What follows belongs to an exercise in optimizing a design on an open flow for small area; a production flow would make more cautious choices.
The RTL was checked by simulation tests, not by an equivalence proof against the original design.

## flow/design.v (module list and top-level ports; edited modules follow where they fit)
// module Fir: 13572 lines
// module fir_fa: 4 lines
module Fir#(
	parameter	DATA_WIDTH = 32
)(
	input						clk,
	input						reset_n,
	input						control,
	input	[DATA_WIDTH - 1: 0] b,
	input	[DATA_WIDTH - 1: 0] x,
	output reg	[DATA_WIDTH - 1: 0]	data_out
);
  // ...
==> flow/run.sh <==
#!/bin/bash
# synth_recipe.tcl (not shown) runs the flow's synth.tcl, then flattens the netlist and writes it again
# the make line also repeats each setting of config.mk as NAME=value (left out here)
make -C /OpenROAD-flow-scripts/flow DESIGN_CONFIG=/design/flow/config.mk WORK_HOME=/design/flow/orfs CLKGATE_MAP_FILE= SYNTH_SCRIPT=/design/flow/synth_recipe.tcl finish
==> flow/config.mk <==
export PLATFORM = sky130hd
export DESIGN_NAME = Fir
export DESIGN_NICKNAME = Fir
export VERILOG_FILES = /design/flow/design.v
export SDC_FILE = /design/flow/constraint.sdc
export NUM_CORES = 4
export LEC_CHECK = 0
export ABC_AREA = 1
export CAP_MARGIN = 20
export CORE_MARGIN = 2
export CORE_UTILIZATION = 50
export CTS_CLUSTER_DIAMETER = 80
export CTS_CLUSTER_SIZE = 20
export PLACE_DENSITY = 0.65
export SLEW_MARGIN = 20
export SYNTH_HIERARCHICAL = 1
export SYNTH_MINIMUM_KEEP_SIZE = 0
==> flow/constraint.sdc <==
create_clock -name core_clock -period 13.0 [get_ports {clk}]
set_input_delay 2.6000 -clock core_clock [delete_from_list [all_inputs] [get_ports {clk}]]
set_output_delay 2.6000 -clock core_clock [all_outputs]
set_load 0.01 [all_outputs]
==> run_summary.xml, run 1 <==
<?xml version="1.0" encoding="UTF-8"?>
<metrics>
  <group name="status">
    <metric name="status" unit="">no timing/DRC/antenna violations</metric>
  </group>
  <group name="yosys">
    <metric name="post_synthesis_instance_area" unit="µm²">113000</metric>
    <metric name="synthTopCellsByCount" unit="">sky130_fd_sc_hd__fa_1, sky130_fd_sc_hd__xor2_1, sky130_fd_sc_hd__o22ai_1, sky130_fd_sc_hd__nand2_1, sky130_fd_sc_hd__clkbuf_1</metric>
    <metric name="synth_top_family_by_area" unit="">adder cells</metric>
    <metric name="synth_ff_type" unit="">sky130_fd_sc_hd__edfxtp_1</metric>
    <metric name="synth_compound_area_share" unit="%">12.9</metric>
    <metric name="synth_cells" unit="">10800</metric>
    <metric name="synth_enable_flop_cells" unit="">585</metric>
    <metric name="netlist-cell-type-count" unit="">43</metric>
  </group>
  <group name="layout">
    <metric name="fraction_of_area_in_registers" unit="%">15.3</metric>
    <metric name="largest_register" unit="">b_array</metric>
    <metric name="insertedDiodeCount" unit="">37</metric>
    <metric name="layout_common_cells" unit="">sky130_fd_sc_hd__fa_1, sky130_fd_sc_hd__xor2_1, sky130_fd_sc_hd__o22ai_1, sky130_fd_sc_hd__nand2_1, sky130_fd_sc_hd__edfxtp_1</metric>
    <metric name="finish.instance_area" unit="µm²">119000</metric>
    <metric name="fraction_of_area_in_clock_buffers_and_inverters" unit="%">2.24</metric>
    <metric name="fin_cells" unit="">13400</metric>
    <metric name="largest_register_ffs" unit="">297</metric>
    <metric name="buffer_area_share" unit="%">3.75</metric>
  </group>
  <group name="place">
    <metric name="detailed_place_hpwl" unit="µm">510000</metric>
    <metric name="post_dp_cell_area" unit="µm²">116000</metric>
  </group>
  <group name="drt">
    <metric name="ant_nets" unit="">0</metric>
    <metric name="first_pass_iters" unit="">10</metric>
    <metric name="detailroute.via_count" unit="">99100</metric>
    <metric name="first_iter_violations" unit="">19700</metric>
    <metric name="avgRoutedWirePerCell" unit="µm">48.3</metric>
  </group>
  <group name="global_route">
    <metric name="groute.layer.met3.usage" unit="%">31.7</metric>
    <metric name="met2_usage" unit="%">73.4</metric>
  </group>
  <group name="setup_path">
    <metric name="critPathMostFrequentCell" unit="">sky130_fd_sc_hd__fa_1</metric>
    <metric name="cp.buffers_inverters" unit="">2</metric>
    <metric name="reg2reg_from" unit="">b_array[0][0]$_DFFE_PN_</metric>
    <metric name="start_kind" unit="">flop</metric>
  </group>
  <group name="floorplanning">
    <metric name="die_h" unit="µm">479</metric>
    <metric name="tapCellCount" unit="">2992</metric>
    <metric name="die-area" unit="µm²">229000</metric>
  </group>
  <group name="timing">
    <metric name="whs" unit="ps">485</metric>
    <metric name="drv_slew" unit="">0</metric>
    <metric name="period_minus_slack" unit="ps">11350</metric>
  </group>
  <group name="clocking">
    <metric name="postCtsSetupRepairBufs" unit="">0</metric>
    <metric name="cts_tree" unit="">yes</metric>
  </group>
</metrics>
==> run 2: changes to the inputs <==
==> flow/flow/run.sh (new file) <==
#!/bin/bash
# Own flow: the standard synthesis (standard.sh synth), then the combinational
# logic between that synthesis's registers, full/half adders and tie cells mapped
# again by ABC for area (flow/remap.tcl; registers, their names and cell types are
# kept), then the standard layout (standard.sh finish) on that netlist.
# Each tool's output goes to a log file of its own in this folder.
set -euo pipefail
R="orfs/results/${FLOW_PLATFORM}/Fir/base"
bash standard.sh synth > synth.log 2>&1
cp "$R/1_2_yosys.v" "$R/1_2_yosys_standard.v"
YOSYS="${YOSYS_EXE:-}"
if [[ -z "$YOSYS" || ! -x "$YOSYS" ]]; then
  YOSYS="$(command -v yosys || true)"
fi
if [[ -z "$YOSYS" ]]; then
  YOSYS="$FLOW_HOME/../tools/install/yosys/bin/yosys"
fi
REMAP_IN="$R/1_2_yosys_standard.v" REMAP_OUT="$R/1_2_yosys_remap.v" \
REMAP_LIB="$FLOW_HOME/platforms/$FLOW_PLATFORM/lib/sky130_fd_sc_hd__tt_025C_1v80.lib" \
REMAP_ABC="$PWD/flow/area.abc" REMAP_TOP="$FLOW_TOP" \
  "$YOSYS" -c flow/remap.tcl > remap.log 2>&1
cp "$R/1_2_yosys_remap.v" "$R/1_2_yosys.v"
rm -f "$R/1_synth.odb" "$R/1_synth.sdc"
# ports keep their buffers, as the standard flow gives them; the smallest buffer cell is used
bash standard.sh finish "BUFFER_PORTS_ARGS=-buffer_cell sky130_fd_sc_hd__buf_1" > layout.log 2>&1
==> flow/flow/area.abc (new file) <==
strash
dch
amap
topo
==> flow/flow/remap.tcl (new file) <==
# Map the combinational logic of the standard synthesis's netlist again, for area.
# Registers, full/half adders and tie cells stay as they are (black boxes here).
yosys -import
set lib $::env(REMAP_LIB)
set top $::env(REMAP_TOP)
read_liberty -ignore_miss_func $lib
blackbox sky130_fd_sc_hd__fa_* sky130_fd_sc_hd__ha_* sky130_fd_sc_hd__*df* sky130_fd_sc_hd__*dl* sky130_fd_sc_hd__conb_*
read_verilog $::env(REMAP_IN)
hierarchy -check -top $top
tee -o remap_stat_before.txt stat -liberty $lib
flatten
opt_clean -purge
opt
set dont_use {}
foreach c {probe_p_8 probec_p_8 lpflow_* } {
  lappend dont_use -dont_use sky130_fd_sc_hd__$c
}
abc -script $::env(REMAP_ABC) -liberty $lib {*}$dont_use
opt_clean -purge
setundef -zero
hilomap -singleton -hicell sky130_fd_sc_hd__conb_1 HI -locell sky130_fd_sc_hd__conb_1 LO
splitnets
opt_clean -purge
insbuf -buf sky130_fd_sc_hd__buf_4 A X
tee -o remap_stat_after.txt stat -liberty $lib
tee -o remap_check.txt check
select -module $top
write_verilog -noattr -nohex -nodec -selected $::env(REMAP_OUT)
==> flow/standard.sh (new file) <==
#!/bin/bash
# synth_recipe.tcl (not shown) runs the flow's synth.tcl, then flattens the netlist and writes it again
# the make line also repeats each setting of config.mk as NAME=value (left out here)
make -C /OpenROAD-flow-scripts/flow DESIGN_CONFIG=/design/flow/config.mk WORK_HOME=/design/flow/orfs CLKGATE_MAP_FILE= SYNTH_SCRIPT=/design/flow/synth_recipe.tcl "${@:-finish}"
--- a/flow/config.mk
+++ b/flow/config.mk
@@ -11,4 +11,3 @@
 export CORE_UTILIZATION = 50
-export CTS_CLUSTER_DIAMETER = 80
-export CTS_CLUSTER_SIZE = 20
+export CTS_BUF_LIST = sky130_fd_sc_hd__clkbuf_8
 export PLACE_DENSITY = 0.65
removed: flow/run.sh
==> run 2 against run 1 <==
Net effect: design area is 3.4% lower; largest cell class unchanged; first-iteration DRC count is 24% higher; fmax is 10% lower; synthesized area is 7.5% lower; count of clock-buffer cells in the layout is 64 higher; via count is 13% higher; routed wire length is 0.66% lower; sequential cell count stayed put.
==> run_summary.xml, run 2 <==
<?xml version="1.0" encoding="UTF-8"?>
<metrics>
  <group name="layout">
    <metric name="fill_cells" unit="">18200</metric>
    <metric name="largest_register_ffs" unit="">297</metric>
    <metric name="layout-area-overhead-vs-synth" unit="%">10.3</metric>
    <metric name="mostFrequentLayoutCell" unit="">sky130_fd_sc_hd__nor2_1</metric>
    <metric name="layout.core_utilization" unit="%">55.5</metric>
    <metric name="layout_common_cells" unit="">sky130_fd_sc_hd__nor2_1, sky130_fd_sc_hd__o22ai_1, sky130_fd_sc_hd__fa_1, sky130_fd_sc_hd__a21oi_1, sky130_fd_sc_hd__edfxtp_1</metric>
    <metric name="largest_register" unit="">b_array</metric>
    <metric name="biggestRegsByFlops" unit="">b_array x297, x_array x288, data_out x32</metric>
    <metric name="multi_input_comb_area" unit="µm²">85500</metric>
    <metric name="post_route_cells_drive_above_1_share" unit="%">6.16</metric>
    <metric name="finish.net_count" unit="">14000</metric>
    <metric name="area.sequential" unit="µm²">18200</metric>
  </group>
  <group name="global_route">
    <metric name="number_of_antenna_violations_at_the_first_check_in_global_routing" unit="">64</metric>
    <metric name="groute.usage.overall" unit="%">60.1</metric>
    <metric name="grt_pass1_vias" unit="">102000</metric>
    <metric name="overall_overflow_remaining_after_global_route" unit="">0</metric>
    <metric name="grt_pass1_wl" unit="µm">863000</metric>
    <metric name="grt_max_degree" unit="">129</metric>
  </group>
  <group name="drt">
    <metric name="avgRoutedWirePerCell" unit="µm">44.2</metric>
    <metric name="ant_nets" unit="">0</metric>
    <metric name="first_iter_violations" unit="">24400</metric>
    <metric name="detail_route.drc_violations" unit="">0</metric>
    <metric name="first_pass_iters" unit="">17</metric>
    <metric name="routed_via_density" unit="">7.69</metric>
    <metric name="finalWirelength" unit="µm">643000</metric>
    <metric name="detailroute.via_count" unit="">112000</metric>
  </group>
  <group name="clocking">
    <metric name="cts_tree" unit="">yes</metric>
    <metric name="cts-hold-fix-buffers" unit="">0</metric>
    <metric name="buffer_levels_on_the_longest_clock_path" unit="">3</metric>
    <metric name="cts_buffers" unit="">135</metric>
    <metric name="numClockSinks" unit="">617</metric>
    <metric name="clk_root_buffer_cell" unit="">sky130_fd_sc_hd__clkbuf_8</metric>
    <metric name="cts_max_level" unit="">4</metric>
    <metric name="clkLatencyLatePin" unit="ps">1040</metric>
    <metric name="cts.clk_slew.worst_paths" unit="ps">60</metric>
  </group>
  <group name="floorplanning">
    <metric name="die_h" unit="µm">461</metric>
    <metric name="die-area" unit="µm²">212000</metric>
    <metric name="die_width" unit="µm">461</metric>
    <metric name="top_level_ports" unit="">99</metric>
    <metric name="initial_core_util" unit="%">50.3</metric>
    <metric name="fp-row-count" unit="">167</metric>
    <metric name="floorplan.core_area" unit="µm²">207000</metric>
  </group>
  <group name="place">
    <metric name="detailed_place_hpwl" unit="µm">493000</metric>
    <metric name="gpl.final_weighted_congestion" unit="">1.16</metric>
    <metric name="portBuffers" unit="">98</metric>
    <metric name="pre_cts_ws" unit="ps">638</metric>
  </group>
  <group name="status">
    <metric name="status" unit="">no timing/DRC/antenna violations</metric>
  </group>
  <group name="run">
    <metric name="max_cap_viol_count" unit="">0</metric>
  </group>
  <group name="timing">
    <metric name="hold_viol" unit="">0</metric>
    <metric name="transition_at_the_pin_with_the_smallest_max_transition_slack" unit="ps">1380</metric>
    <metric name="layout_setup_ws" unit="ps">343</metric>
    <metric name="whs" unit="ps">480</metric>
    <metric name="drv_slew" unit="">0</metric>
    <metric name="clock_skew" unit="ps">95.3</metric>
    <metric name="totalNegativeSetupSlack" unit="ps">0</metric>
    <metric name="period_minus_slack" unit="ps">12660</metric>
    <metric name="slew_headroom" unit="%">8.22</metric>
    <metric name="period_share" unit="%">97.4</metric>
    <metric name="finalSetupViolCount" unit="">0</metric>
    <metric name="rsz0062_at_grt" unit="">no</metric>
    <metric name="max_clock_freq" unit="GHz">0.0790</metric>
  </group>
  <group name="setup_path">
    <metric name="cp.arrival" unit="ps">13520</metric>
    <metric name="criticalPathCategory" unit="">flop to flop</metric>
    <metric name="worstPathMaxFanout" unit="">33</metric>
    <metric name="regToRegSetupSlack" unit="ps">340</metric>
    <metric name="start_kind" unit="">flop</metric>
    <metric name="slowest_stage" unit="">sky130_fd_sc_hd__fa_1</metric>
    <metric name="critPathMostFrequentCell" unit="">sky130_fd_sc_hd__fa_1</metric>
    <metric name="cp_data_required_time" unit="ps">13860</metric>
    <metric name="endpoint_class_of_the_critical_path" unit="">flop</metric>
    <metric name="max_stage_delay" unit="ps">620</metric>
  </group>
  <group name="yosys">
    <metric name="synth-warning-count" unit="">9</metric>
    <metric name="post_synthesis_instance_area" unit="µm²">104000</metric>
    <metric name="post_synth.cell_area_avg" unit="µm²">9.58</metric>
    <metric name="synthesis.nets" unit="">13200</metric>
    <metric name="synth_cells" unit="">10900</metric>
  </group>
  <group name="hold_path">
    <metric name="timing.hold.worst.class" unit="">flop to flop</metric>
  </group>
</metrics>
run 2: worst max-delay path, delay by kind of cell, from the launching register on:
kind	cells	cell delay (ps)
adders and majority gates	16	7160
AOI/OAI and AO/OA	11	2350
and+or+nand+nor	11	1860
buffers and inverters	3	760
DFF	1	370
run 2: per-stage QoR:
| stage | cell area (µm²) | instances |
|---|---|---|
| floorplan | 104000 | 10900 |
| global placement | 112000 | 14200 |
| detailed placement | 112000 | 14200 |
| CTS | 115000 | 14500 |
| global route | 115000 | 14500 |
| finish | 115000 | 14500 |
run 2: final timing paths:
kind / from / end / cells past startpoint
min: b_array[7][32]$_DFFE_PN_ / b_array[6][32]$_DFFE_PN_ / 0
min reg2reg: b_array[7][32]$_DFFE_PN_ / b_array[6][32]$_DFFE_PN_ / 0
max reg2reg: b_array[0][0]$_DFFE_PN_ / data_out[30]$_DFF_P_ / 41
max: b_array[0][0]$_DFFE_PN_ / data_out[30]$_DFF_P_ / 41
run 2: cell type report:
class | instances | area share (%)
Clock inverter | 104 | 0.781
Inverter | 208 | 0.697
Sequential cell | 617 | 15.8
Tap cell | 2788 | 3.03
Antenna cell | 41 | 0.0892
Multi-Input combinational cell | 10100 | 74.4
Clock buffer | 141 | 1.69
Timing Repair Buffer | 578 | 3.50
run 2: repair_timing:
action                                  in CTS  in global routing
endpoints found under the setup margin       0                  1
resized for setup                            0                  3
setup buffers                                0                  7
run 2: layer usage:
metal  wire, µm  vias up  track usage [%]  part of all wire, %
met5       2240        -             5.28                 0.35
li1           -    42700                -                    -
met2     237000    12700             76.7                   37
met4      76900       74             50.3                   12
met1     202000    52700             70.4                   31
met3     124000     3638             36.2                   19
==> run 3: changes to the inputs <==
--- a/flow/flow/run.sh
+++ b/flow/flow/run.sh
@@ -23,3 +23,6 @@
 rm -f "$R/1_synth.odb" "$R/1_synth.sdc"
-# ports keep their buffers, as the standard flow gives them; the smallest buffer cell is used
-bash standard.sh finish "BUFFER_PORTS_ARGS=-buffer_cell sky130_fd_sc_hd__buf_1" > layout.log 2>&1
+# Ports keep their buffers, as the standard flow gives them; the smallest buffer cell is used.
+# The clock tree is built as the standard flow builds it, without dummy loads.
+bash standard.sh finish "BUFFER_PORTS_ARGS=-buffer_cell sky130_fd_sc_hd__buf_1" \
+  "CTS_ARGS=-sink_clustering_enable -repair_clock_nets -dont_use_dummy_load -sink_clustering_size 24 -sink_clustering_max_diameter 100" \
+  > layout.log 2>&1
--- a/flow/config.mk
+++ b/flow/config.mk
@@ -11,3 +11,2 @@
 export CORE_UTILIZATION = 50
-export CTS_BUF_LIST = sky130_fd_sc_hd__clkbuf_8
 export PLACE_DENSITY = 0.65
==> run 3 against run 2 <==
Net effect: non-clock buffer count grew 1; synthesized cell count is the same; highest routed layer unchanged.
==> run_summary.xml, run 3 <==
<?xml version="1.0" encoding="UTF-8"?>
<metrics>
  <group name="status">
    <metric name="status" unit="">no timing/DRC/antenna violations</metric>
  </group>
  <group name="global_route">
    <metric name="grt_pass1_vias" unit="">101000</metric>
    <metric name="number_of_antenna_violations_at_the_first_check_in_global_routing" unit="">70</metric>
    <metric name="grt_pass1_wl" unit="µm">859000</metric>
    <metric name="groute.usage.overall" unit="%">59.8</metric>
    <metric name="grt_max_degree" unit="">129</metric>
    <metric name="overall_overflow_remaining_after_global_route" unit="">0</metric>
  </group>
  <group name="clocking">
    <metric name="cts_max_level" unit="">2</metric>
    <metric name="cts-hold-fix-buffers" unit="">0</metric>
    <metric name="cts_tree" unit="">yes</metric>
    <metric name="clk_root_buffer_cell" unit="">sky130_fd_sc_hd__clkbuf_16</metric>
    <metric name="cts.clk_slew.worst_paths" unit="ps">90</metric>
    <metric name="cts_buffers" unit="">54</metric>
    <metric name="buffer_levels_on_the_longest_clock_path" unit="">3</metric>
    <metric name="numClockSinks" unit="">617</metric>
    <metric name="clkLatencyLatePin" unit="ps">840</metric>
  </group>
  <group name="setup_path">
    <metric name="startpoint_of_the_worst_setup_timing_path" unit="">b_array[0][0]$_DFFE_PN_</metric>
    <metric name="worst_path_dominant_cell_family" unit="">adder cells</metric>
    <metric name="endpoint_of_the_most_critical_register_to_register_path" unit="">data_out[30]$_DFF_P_</metric>
    <metric name="reg2reg_from" unit="">b_array[0][0]$_DFFE_PN_</metric>
    <metric name="criticalPathCategory" unit="">flop to flop</metric>
    <metric name="start_kind" unit="">flop</metric>
    <metric name="max_stage_delay" unit="ps">620</metric>
    <metric name="worst-r2r-cell-count" unit="">41</metric>
    <metric name="cp.buffers_inverters" unit="">3</metric>
    <metric name="regToRegSetupSlack" unit="ps">280</metric>
    <metric name="cp.arrival" unit="ps">13340</metric>
    <metric name="cp_data_required_time" unit="ps">13620</metric>
    <metric name="endpoint_class_of_the_critical_path" unit="">flop</metric>
    <metric name="slowest_stage" unit="">sky130_fd_sc_hd__fa_1</metric>
    <metric name="critPathMostFrequentCell" unit="">sky130_fd_sc_hd__fa_1</metric>
    <metric name="worstPathMaxFanout" unit="">33</metric>
  </group>
  <group name="hold_path">
    <metric name="timing.hold.worst.class" unit="">flop to flop</metric>
    <metric name="hp-start" unit="">b_array[7][32]$_DFFE_PN_</metric>
    <metric name="whs_endpoint" unit="">b_array[6][32]$_DFFE_PN_</metric>
    <metric name="hold_path_depth" unit="">0</metric>
  </group>
  <group name="floorplanning">
    <metric name="die_width" unit="µm">461</metric>
    <metric name="fp-row-count" unit="">167</metric>
    <metric name="initial_core_util" unit="%">50.3</metric>
    <metric name="floorplan.core_area" unit="µm²">207000</metric>
    <metric name="die-area" unit="µm²">212000</metric>
    <metric name="die_h" unit="µm">461</metric>
    <metric name="top_level_ports" unit="">99</metric>
  </group>
  <group name="timing">
    <metric name="slew_headroom" unit="%">10.5</metric>
    <metric name="period_share" unit="%">97.8</metric>
    <metric name="transition_at_the_pin_with_the_smallest_max_transition_slack" unit="ps">1340</metric>
    <metric name="totalNegativeSetupSlack" unit="ps">0</metric>
    <metric name="hold_viol" unit="">0</metric>
    <metric name="drv_slew" unit="">0</metric>
    <metric name="finalSetupViolCount" unit="">0</metric>
    <metric name="max_clock_freq" unit="GHz">0.0786</metric>
    <metric name="clock_skew" unit="ps">104</metric>
    <metric name="period_minus_slack" unit="ps">12720</metric>
    <metric name="layout_setup_ws" unit="ps">283</metric>
    <metric name="whs" unit="ps">488</metric>
  </group>
  <group name="run">
    <metric name="max_cap_viol_count" unit="">0</metric>
  </group>
  <group name="yosys">
    <metric name="synth-warning-count" unit="">9</metric>
    <metric name="synthesis.nets" unit="">13200</metric>
    <metric name="synth_cells" unit="">10900</metric>
    <metric name="post_synth.cell_area_avg" unit="µm²">9.58</metric>
    <metric name="post_synthesis_instance_area" unit="µm²">104000</metric>
  </group>
  <group name="layout">
    <metric name="mostFrequentLayoutCell" unit="">sky130_fd_sc_hd__nor2_1</metric>
    <metric name="largest_register" unit="">b_array</metric>
    <metric name="finish.net_count" unit="">13900</metric>
    <metric name="post_route_cells_drive_above_1_share" unit="%">5.08</metric>
    <metric name="biggestRegsByFlops" unit="">b_array x297, x_array x288, data_out x32</metric>
    <metric name="fill_cells" unit="">18300</metric>
    <metric name="layout_common_cells" unit="">sky130_fd_sc_hd__nor2_1, sky130_fd_sc_hd__o22ai_1, sky130_fd_sc_hd__fa_1, sky130_fd_sc_hd__a21oi_1, sky130_fd_sc_hd__edfxtp_1</metric>
    <metric name="layout-area-overhead-vs-synth" unit="%">8.90</metric>
    <metric name="largest_register_ffs" unit="">297</metric>
  </group>
  <group name="drt">
    <metric name="detail_route.drc_violations" unit="">0</metric>
    <metric name="routed_via_density" unit="">7.75</metric>
    <metric name="ant_nets" unit="">0</metric>
    <metric name="detailroute.via_count" unit="">111000</metric>
    <metric name="first_iter_violations" unit="">24600</metric>
    <metric name="finalWirelength" unit="µm">641000</metric>
    <metric name="first_pass_iters" unit="">15</metric>
    <metric name="avgRoutedWirePerCell" unit="µm">44.6</metric>
  </group>
  <group name="place">
    <metric name="pre_cts_ws" unit="ps">638</metric>
    <metric name="portBuffers" unit="">98</metric>
    <metric name="detailed_place_hpwl" unit="µm">493000</metric>
    <metric name="gpl.final_weighted_congestion" unit="">1.16</metric>
  </group>
</metrics>
==> run 3: per-stage QoR <==
stage	utilization (%)	cell area, µm²	std cells
after floorplan	-	104000	10900
after global placement	54.0	112000	14200
after detailed placement	54.0	112000	14200
after CTS	54.7	113000	14300
after global routing	54.8	113000	14300
final	54.8	113000	14400
==> run 3: how the worst max path moves through the flow <==
stage                                       to  cells past startpoint
after global routing      data_out[30]$_DFF_P_                     41
after detailed placement  data_out[30]$_DFF_P_                     40
after global placement    data_out[30]$_DFF_P_                     39
after CTS                 data_out[30]$_DFF_P_                     40
final                     data_out[30]$_DFF_P_                     41
after floorplan           data_out[30]$_DFF_P_                     40
==> run 3: cell type report <==
type                            instances  area (µm²)  share of cell area (%)
Clock buffer                           54        1350                    1.19
Tap cell                             2788        3490                    3.07
Sequential cell                       617       18200                    16.0
Timing Repair Buffer                  579        4000                    3.53
Antenna cell                           53         133                   0.117
Multi-Input combinational cell      10100       85500                    75.3
Inverter                              208         801                   0.706
==> run 3: metal layers <==
metal,vias to the layer above,share of wire [%],global-route usage [%]
met3,3660,19,35.2
met2,12600,37,76.7
met4,82,12,49.4
met1,52500,32,70.7
met5,-,0.23,3.17
li1,42500,-,-
==> run 3: what timing repair did <==
action / CTS / global route
endpoints found under the setup margin: 0 / 1
gates resized for setup: 0 / 4
setup buffers: 0 / 10

[static timing again, ports no longer ideal]
Ports are ideal in the flow. The routed layouts listed here were re-timed in OpenROAD. Step 1: set_driving_cell puts a clkbuf_16 on clk and a buf_2 on each other input, an assumption about the parent block. Step 2 moves the port delays by t, midway between the first and last clock arrival at a register: inputs arrive t later, outputs are due t later. That takes back most of the time a late clock gives input paths. Three values: ideal, step 1, step 2; two values: the first two.
| run | t (ns) | slack for setup (ns) | worst register clock-pin slew, ns | worst data-port slew with drivers (ns) | pins driven straight from the clock port |
|---|---|---|---|---|---|
| run 1 | 0.857 | 1.652 / 1.652 / 1.652 | 0.09 / 0.09 | 0.08 | 1 |
| run 2 | 1.089 | 0.343 / 0.343 / 0.343 | 0.09 / 0.09 | 0.05 | 1 |
| run 3 | 0.893 | 0.283 / 0.283 / 0.283 | 0.11 / 0.11 | 0.05 | 1 |
After both steps every run listed still meets setup and hold.
